Source: an optimization exercise on an open RTL-to-GDS flow (aim: small area, a short achievable clock period and few clock cycles). Production flows keep margins and buffers that such runs may drop. Function was checked by simulation only, so behaviour that the tests miss may differ from the original. Power figures rest on the tool's default switching activity, not on a simulated workload.

===== design/flow/flow/run.sh =====
#!/bin/bash
set -euo pipefail
MARGIN=$(cat flow/margin.txt)
bash standard.sh SETUP_SLACK_MARGIN=$MARGIN finish > standard_finish.log 2>&1 || { tail -50 standard_finish.log; exit 1; }
tail -5 standard_finish.log

===== design/flow/flow/margin.txt =====
8

===== design/flow/standard.sh =====
#!/bin/bash
# synth_recipe.tcl (not shown) runs the flow's synth.tcl, then flattens the netlist and writes it again
# the make line also repeats each setting of config.mk as NAME=value (left out here)
make -C /OpenROAD-flow-scripts/flow DESIGN_CONFIG=/design/flow/config.mk WORK_HOME=/design/flow/orfs CLKGATE_MAP_FILE= SYNTH_SCRIPT=/design/flow/synth_recipe.tcl "${@:-finish}"

===== design/flow/config.mk =====
export PLATFORM = sky130hd
export DESIGN_NAME = Top_module
export DESIGN_NICKNAME = Top_module
export VERILOG_FILES = /design/flow/design.v
export SDC_FILE = /design/flow/constraint.sdc
export NUM_CORES = 4
export LEC_CHECK = 0
export CAP_MARGIN = 20
export CORE_MARGIN = 2
export CORE_UTILIZATION = 35
export CTS_BUF_LIST = sky130_fd_sc_hd__clkbuf_8
export PLACE_DENSITY = 0.55
export SETUP_SLACK_MARGIN = 0.4
export SLEW_MARGIN = 20

===== design/flow/constraint.sdc =====
create_clock -name core_clock -period 12.0 [get_ports {clk}]
set_input_delay 2.4000 -clock core_clock [delete_from_list [all_inputs] [get_ports {clk}]]
set_output_delay 2.4000 -clock core_clock [all_outputs]
set_load 0.01 [all_outputs]

===== design/flow/design.v =====
module reg_file(
    input  logic        clk, reset,
    input  logic        we,
    input  logic [4:0]  waddr,
    input  logic [31:0] wdata,
    input  logic [4:0]  raddr1, raddr2,
    output logic [31:0] rdata1, rdata2
);
logic [31:0] regs [1:31];
logic [31:1] vld;
always_ff @(posedge clk) begin
    for (int k = 1; k < 32; k++)
        if (we && waddr == k) regs[k] <= wdata;
end
always_ff @(posedge clk or posedge reset) begin
    if (reset) vld <= '0;
    else for (int k = 1; k < 32; k++)
        if (we && waddr == k) vld[k] <= 1'b1;
end
always_comb begin
    rdata1 = '0;
    rdata2 = '0;
    for (int k = 1; k < 32; k++) begin
        rdata1 = rdata1 | ({32{vld[k] && raddr1 == k}} & regs[k]);
        rdata2 = rdata2 | ({32{vld[k] && raddr2 == k}} & regs[k]);
    end
end
endmodule
module Top_module(
    input  logic        clk, reset,
    output logic [31:0] imem_addr,
    input  logic [31:0] imem_rdata,
    output logic [31:0] dmem_addr,
    output logic [31:0] dmem_wdata,
    output logic        dmem_we,
    input  logic [31:0] dmem_rdata
);
localparam logic [4:0] OP_LOAD = 5'b00000, OP_IMM = 5'b00100, OP_AUIPC = 5'b00101,
                       OP_STORE = 5'b01000, OP_REG = 5'b01100, OP_LUI = 5'b01101,
                       OP_BRANCH = 5'b11000, OP_JALR = 5'b11001, OP_JAL = 5'b11011;
logic [31:2] pc_f;                   
logic        x_valid;
logic [31:2] x_pc;
logic [31:0] x_rs1v;                 
logic [31:0] x_op2v;                 
logic [31:0] x_imm;                  
logic [4:0]  x_rd;
logic [2:0]  x_f3;
logic        x_i30, x_sub, x_regwe, x_seq;
logic        x_load, x_store, x_br, x_jal, x_jalr, x_lui, x_auipc, x_alu;
logic        m_regwe, m_load, m_store;
logic [4:0]  m_rd;
logic [31:0] m_res, m_wdata;
logic [31:0] wb_data;
assign wb_data    = m_load ? dmem_rdata : m_res;
assign dmem_addr  = m_res;
assign dmem_wdata = m_wdata;
assign dmem_we    = m_store;
logic [31:0] inst_f, imm_f;
logic [4:0]  rs1_f, rs2_f, rd_f, op_f;
logic [2:0]  f3_f;
logic        use1_f, use2_f, useimm_f, sub_f;
logic        load_f, store_f, br_f, jal_f, jalr_f, lui_f, auipc_f, reg_f, opimm_f;
logic [31:0] rf_rd1, rf_rd2, rd1_f, rd2_f, result;
logic        fwd1_n, fwd2_n, stall;
assign imem_addr = {pc_f, 2'b00};
assign inst_f    = imem_rdata;
assign rs1_f     = inst_f[19:15];
assign rs2_f     = inst_f[24:20];
assign rd_f      = inst_f[11:7];
assign op_f      = inst_f[6:2];
assign f3_f      = inst_f[14:12];
assign load_f    = op_f == OP_LOAD;
assign store_f   = op_f == OP_STORE;
assign br_f      = op_f == OP_BRANCH;
assign jal_f     = op_f == OP_JAL;
assign jalr_f    = op_f == OP_JALR;
assign lui_f     = op_f == OP_LUI;
assign auipc_f   = op_f == OP_AUIPC;
assign reg_f     = op_f == OP_REG;
assign opimm_f   = op_f == OP_IMM;
assign use1_f    = !(lui_f || auipc_f || jal_f);
assign use2_f    = reg_f || store_f || br_f;
assign useimm_f  = !(reg_f || br_f);
assign sub_f     = br_f || (reg_f && f3_f == 3'b000 && inst_f[30]) ||
                   ((reg_f || opimm_f) && (f3_f == 3'b010 || f3_f == 3'b011));
always_comb begin
    if (store_f)               imm_f = {{20{inst_f[31]}}, inst_f[31:25], inst_f[11:7]};
    else if (br_f)             imm_f = {{19{inst_f[31]}}, inst_f[31], inst_f[7], inst_f[30:25], inst_f[11:8], 1'b0};
    else if (lui_f || auipc_f) imm_f = {inst_f[31:12], 12'b0};
    else if (jal_f)            imm_f = {{11{inst_f[31]}}, inst_f[31], inst_f[19:12], inst_f[20], inst_f[30:21], 1'b0};
    else                       imm_f = {{20{inst_f[31]}}, inst_f[31:20]};
end
assign fwd1_n = x_valid && x_regwe && x_rd == rs1_f;
assign fwd2_n = x_valid && x_regwe && x_rd == rs2_f;
assign stall  = x_load && ((fwd1_n && use1_f) || (fwd2_n && use2_f));
reg_file u_reg_file(
    .clk(clk), .reset(reset),
    .we(m_regwe), .waddr(m_rd), .wdata(wb_data),
    .raddr1(rs1_f), .raddr2(rs2_f),
    .rdata1(rf_rd1), .rdata2(rf_rd2)
);
assign rd1_f = (m_regwe && m_rd == rs1_f) ? wb_data : rf_rd1;
assign rd2_f = (m_regwe && m_rd == rs2_f) ? wb_data : rf_rd2;
logic [31:0] a, op2, op2x, sum, sh_in, sh_out, alu_res, tgt;
logic [32:0] sum33;
logic [32:0] sh_ext;
logic        eq, lt, ltu, cond, taken, redirect, left, fill;
logic [31:2] redirect_pc;
assign a   = x_rs1v;
assign op2 = x_op2v;
assign op2x  = x_sub ? ~op2 : op2;
assign sum33 = {1'b0, a} + {1'b0, op2x} + {32'b0, x_sub};
assign sum   = sum33[31:0];
assign ltu   = !sum33[32];
assign lt    = (a[31] != op2[31]) ? a[31] : sum[31];
assign eq    = (a == op2);
function automatic logic [31:0] rev32(input logic [31:0] v);
    for (int k = 0; k < 32; k++) rev32[k] = v[31 - k];
endfunction
assign left   = !x_f3[2];
assign fill   = x_i30 && a[31] && !left;
assign sh_in  = left ? rev32(a) : a;
assign sh_ext = $signed({fill, sh_in}) >>> op2[4:0];
assign sh_out = left ? rev32(sh_ext[31:0]) : sh_ext[31:0];
always_comb begin
    case (x_f3)
        3'b000: alu_res = sum;
        3'b001: alu_res = sh_out;
        3'b010: alu_res = {31'b0, lt};
        3'b011: alu_res = {31'b0, ltu};
        3'b100: alu_res = a ^ op2;
        3'b101: alu_res = sh_out;
        3'b110: alu_res = a | op2;
        default: alu_res = a & op2;
    endcase
end
assign tgt = {x_pc, 2'b00} + x_imm;
always_comb begin
    case (x_f3)
        3'b000: cond = eq;
        3'b001: cond = !eq;
        3'b100: cond = lt;
        3'b101: cond = !lt;
        3'b110: cond = ltu;
        3'b111: cond = !ltu;
        default: cond = 1'b0;
    endcase
end
assign taken       = x_jalr || ((x_jal || (x_br && cond)) && !x_seq);
assign redirect    = x_valid && taken;
assign redirect_pc = x_jalr ? sum[31:2] : tgt[31:2];
always_comb begin
    if (x_lui)                result = x_imm;
    else if (x_auipc)         result = tgt;
    else if (x_jal || x_jalr) result = {pc_f, 2'b00};
    else if (x_alu)           result = alu_res;
    else                      result = sum;
end
always_ff @(posedge clk or posedge reset) begin
    if (reset) begin
        pc_f    <= '0;
        x_valid <= 1'b0;
        m_regwe <= 1'b0;
        m_load  <= 1'b0;
        m_store <= 1'b0;
    end else begin
        pc_f    <= redirect ? redirect_pc : (stall ? pc_f : pc_f + 30'd1);
        x_valid <= !redirect && !stall;
        m_regwe <= x_valid && x_regwe;
        m_load  <= x_valid && x_load;
        m_store <= x_valid && x_store;
    end
end
always_ff @(posedge clk) begin
    x_pc    <= pc_f;
    x_rs1v  <= fwd1_n ? result : rd1_f;
    x_op2v  <= (fwd2_n && !useimm_f) ? result : (useimm_f ? imm_f : rd2_f);
    x_imm   <= (fwd2_n && store_f)   ? result : (store_f  ? rd2_f : imm_f);
    x_rd    <= rd_f;
    x_f3    <= f3_f;
    x_i30   <= inst_f[30];
    x_sub   <= sub_f;
    x_seq   <= (br_f  && imm_f[12:2] == 11'd1) ||
               (jal_f && imm_f[20:2] == 19'd1);
    x_regwe <= (rd_f != 5'd0) && (load_f || reg_f || opimm_f || lui_f || auipc_f || jal_f || jalr_f);
    x_load  <= load_f;
    x_store <= store_f;
    x_br    <= br_f;
    x_jal   <= jal_f;
    x_jalr  <= jalr_f;
    x_lui   <= lui_f;
    x_auipc <= auipc_f;
    x_alu   <= reg_f || opimm_f;
    m_rd    <= x_rd;
    m_res   <= result;
    m_wdata <= x_imm;
end
endmodule

==> summary.txt <==
-- kinds of logic after synthesis --
group,after synthesis
flip-flops,1272
XOR/XNOR,136
multiplexers,188
other,1
buffers and inverters,551
AND/OR/NAND/NOR,1102
adder cells (fa/ha/maj),127
AO/OA/AOI/OAI,1706
-- how the worst max path moves through the flow --
stage / startpoint / end
global placement: imem_rdata[20] / x_op2v[15]$_DFF_P_
global route: imem_rdata[21] / x_op2v[1]$_DFF_P_
floorplan: imem_rdata[6] / pc_f[17]$_DFFE_PP0P_
finish: imem_rdata[20] / x_imm[29]$_DFF_P_
detailed placement: imem_rdata[20] / x_op2v[23]$_DFF_P_
CTS: pc_f[22]$_DFFE_PP0P_ / imem_addr[22]
-- per-stage QoR --
| stage | utilization [%] | cells | setup slack [ps] | power [W] |
|---|---|---|---|---|
| 6_report | 43.7 | 7983 | 7810 | 0.0126 |
| 5_1_grt | 43.6 | 7974 | 7850 | 0.0129 |
| 4_1_cts | 42.5 | 7870 | 7980 | 0.0124 |
| 3_5_place_dp | 38.3 | 7341 | 5060 | 0.00853 |
| 3_3_place_gp | 38.3 | 7341 | 5060 | 0.00851 |
| 2_1_floorplan | - | 5084 | 7540 | 0.00715 |
-- area by class of cell --
type,count,area [sq um]
flip-flops and latches,1272,35800
multi-input cells,3264,27100
clock inverters,172,1090
clock buffers,216,2970
repair buffers,579,6380
well taps,2340,2930
inverters,128,499
fillers,16147,99100
repair inverters,2,10.0
diodes,10,25.0
-- synth_stat cells (125+ instances only) --
| cell | instances | share of area, % |
|---|---|---|
| clkbuf_1 | 327 | 2.0 |
| a221oi_1 | 279 | 3.9 |
| o21ai_0 | 133 | 1.1 |
| a22oi_1 | 397 | 4.8 |
| nand3_1 | 149 | 1.2 |
| ha_1 | 125 | 2.5 |
| dfxtp_1 | 215 | 7.0 |
| nor2_1 | 229 | 1.4 |
| a21oi_1 | 202 | 1.6 |
| a22o_1 | 274 | 3.9 |
| nand4_1 | 149 | 1.5 |
| edfxtp_1 | 992 | 48 |
| nand2_1 | 219 | 1.3 |
-- routing by layer --
metal  GRT usage (%)  wire length, um  vias up
met1            43.0           114000    27531
li1                -                -    21390
met5           0.185              149        -
met2            53.7           144000     5893
met3            14.0            51700     1823
met4            28.6            35400       14
-- worst max-delay path, delay by kind of cell --
kind / cells / cell delay (ps)
buf+inv: 3 / 460
compound gates: 3 / 730
simple gates: 5 / 1280
mux: 1 / 120
-- state kept, by name, summed over array words and instances, names as in the netlist, 31 cells and up --
signal / flops
m_wdata: 32
x_imm: 32
x_rs1v: 32
m_res: 32
x_op2v: 32
u_reg_file.vld: 31
u_reg_file.regs: 992
-- where the power goes --
group / internal, W / switching [W] / total, W / leakage, nW
clock network: 0.00187 / 0.00194 / 0.00381 / 2.31
logic: 0.00100 / 0.00218 / 0.00319 / 13.4
registers: 0.00536 / 0.000268 / 0.00563 / 11.5
-- timing repair --
item,in CTS,in global routing
setup buffers,130,91
endpoints found under the setup margin,246,127
pin swaps,54,105
gates resized for setup,797,250
gates cloned,11,11
==> impl_metrics.toml <==
[status]
status = "timing/DRC/antenna clean"

[sta]
fmax_mhz = 238
tns_ps = 0
worstMarginPinSlew_ps = 1190
period_minus_slack_ps = 4190
hold_viol_final = 0
rsz0062_at_grt = "true"
setup_viol = 0
maxSlewViolCount = 0
fin_crit_sh_pct = 34.9
whs_ps = 401
clock-skew-final_ps = 89.6
slew_headroom_pct = 20.9

[critical_path]
worst_path_largest_cell_delay_ps = 420
rr_worst_depth = 10
crit_path_max_fanout = 15
required_ps = 12850
cp_cell_sequence = "clkbuf_16 > and3b_2 > buf_6 > and3_4 > buf_12 > a22o_1 > a221oi_4 > nand4_1 > nor3_4 > nor3_2 > a21oi_2 > mux2i_1"
r2r_slack_ps = 7940
cp-start-kind = "input pin"
critPathSlowestCell = "nor3_4"
r2r-end = "x_imm[6]$_DFF_P_"
crit_path_end_kind = "flop"
r2r_start = "x_f3[2]$_DFF_P_"
critical_path_class = "in -> reg"
critPathArrivalTime_ps = 5040

[global_route]
grt.total_usage_pct = 36.6
grt_max_degree = 58
grt_pass1_wl_um = 453000
overflow = 0
antenna_found_initial = 12
grt_pass1_vias = 52603

[clocking]
cts_root_buffer = "clkbuf_8"
clk_latency_ps = 1030
ctsHoldBuffers = 0
htree_levels = 4
numCtsBuffers = 205
cts.sinks = 1272
cts_tree = "done"
clockBufferDepth = 3
clk_pin_slew_ps = 60

[power]
vdd_drop_max_mv = 0.146
power_density_nw_per_um2 = 164
p_leak_nw = 27.2

[yosys]
async_reset_ff_share_pct = 5.11
synth-simple-area-share_pct = 9.05
syn-instance-count = 5083
muxShareOfSynthArea_pct = 4.07
yosysSeqAreaShare_pct = 57.7
ys_seq_elements = 1272
syn_area_per_cell_sq_um = 12.2
netlist_area_sq_um = 61900
synth_fa_ha_area_share_pct = 2.59
synth-compound-area-share_pct = 20.9
synth_edf_count = 992
synth_xor_area_share_pct = 1.92
synth-warning-count = 3
synth_top_family_by_area = "compound AO/OA/AOI/OAI gates"
synth_top_flop_cell = "edfxtp_1"
synth.distinct_cells = 102

[die]
coreArea_sq_um = 176000
initial_core_util_pct = 35.2
io_pins = 163
die_area_sq_um = 180000
std_cell_rows = 154
die_w_um = 425
die_h_um = 425

[finish]
area_growth_pct = 24.1
layout_common_cells = "edfxtp_1 (992), a22oi_1 (381), a22o_1 (272), buf_4 (266), clkbuf_8 (216)"
fin_area_sq_um = 76800
drive_above_1_share_pct = 26.3
layout_commonest_cell = "edfxtp_1"
nets = 5645

[placed_design]
placed_area_sq_um = 67400
dp_hpwl_um = 205000
port_buffers = 158
place.gp.congestion = 1.01

[routing]
routed_wl_um = 345000
post-route-drc-count = 0
drtIter0Drc = 11362
post_drt_wl_per_cell_um = 43.3
num_vias = 56651
dr.pass1.iters = 12
antenna_left = 0
viasPerCell = 7.10

[worst_hold_path]
hold_path_class = "reg -> reg"
hold_depth = 0
holdPathEnd = "m_rd[1]$_DFF_P_"
min_from = "x_rd[1]$_DFF_P_"

[job]
drv_cap = 0
Testbench counts, summed over its fixed seeds: cycles 110,643.

## static timing again, ports no longer ideal
Ports are ideal in the flow. The routed layout listed here was re-timed in OpenROAD.
Step 1 sets driving cells, clkbuf_16 on the clock port and buf_2 on the other inputs (assumed; they add their load-dependent delay and slew).
Step 2, shift: input delay + t, output delay - t, t = (earliest + latest rising clock arrival at the registers) / 2. This alone moves slack from input paths to output paths.
Three values: no drivers, after step 1, after step 2; two values: the first two.
shift t [ns]: 1.062
setup WS [ns]: 7.806 / 7.746 / 6.683
clock arrival spread, ns: 0.092 / 0.091
After both steps this run still meets setup and hold. The setup slack of this run moves by -0.060 ns with the drivers and by -1.123 ns with both steps.
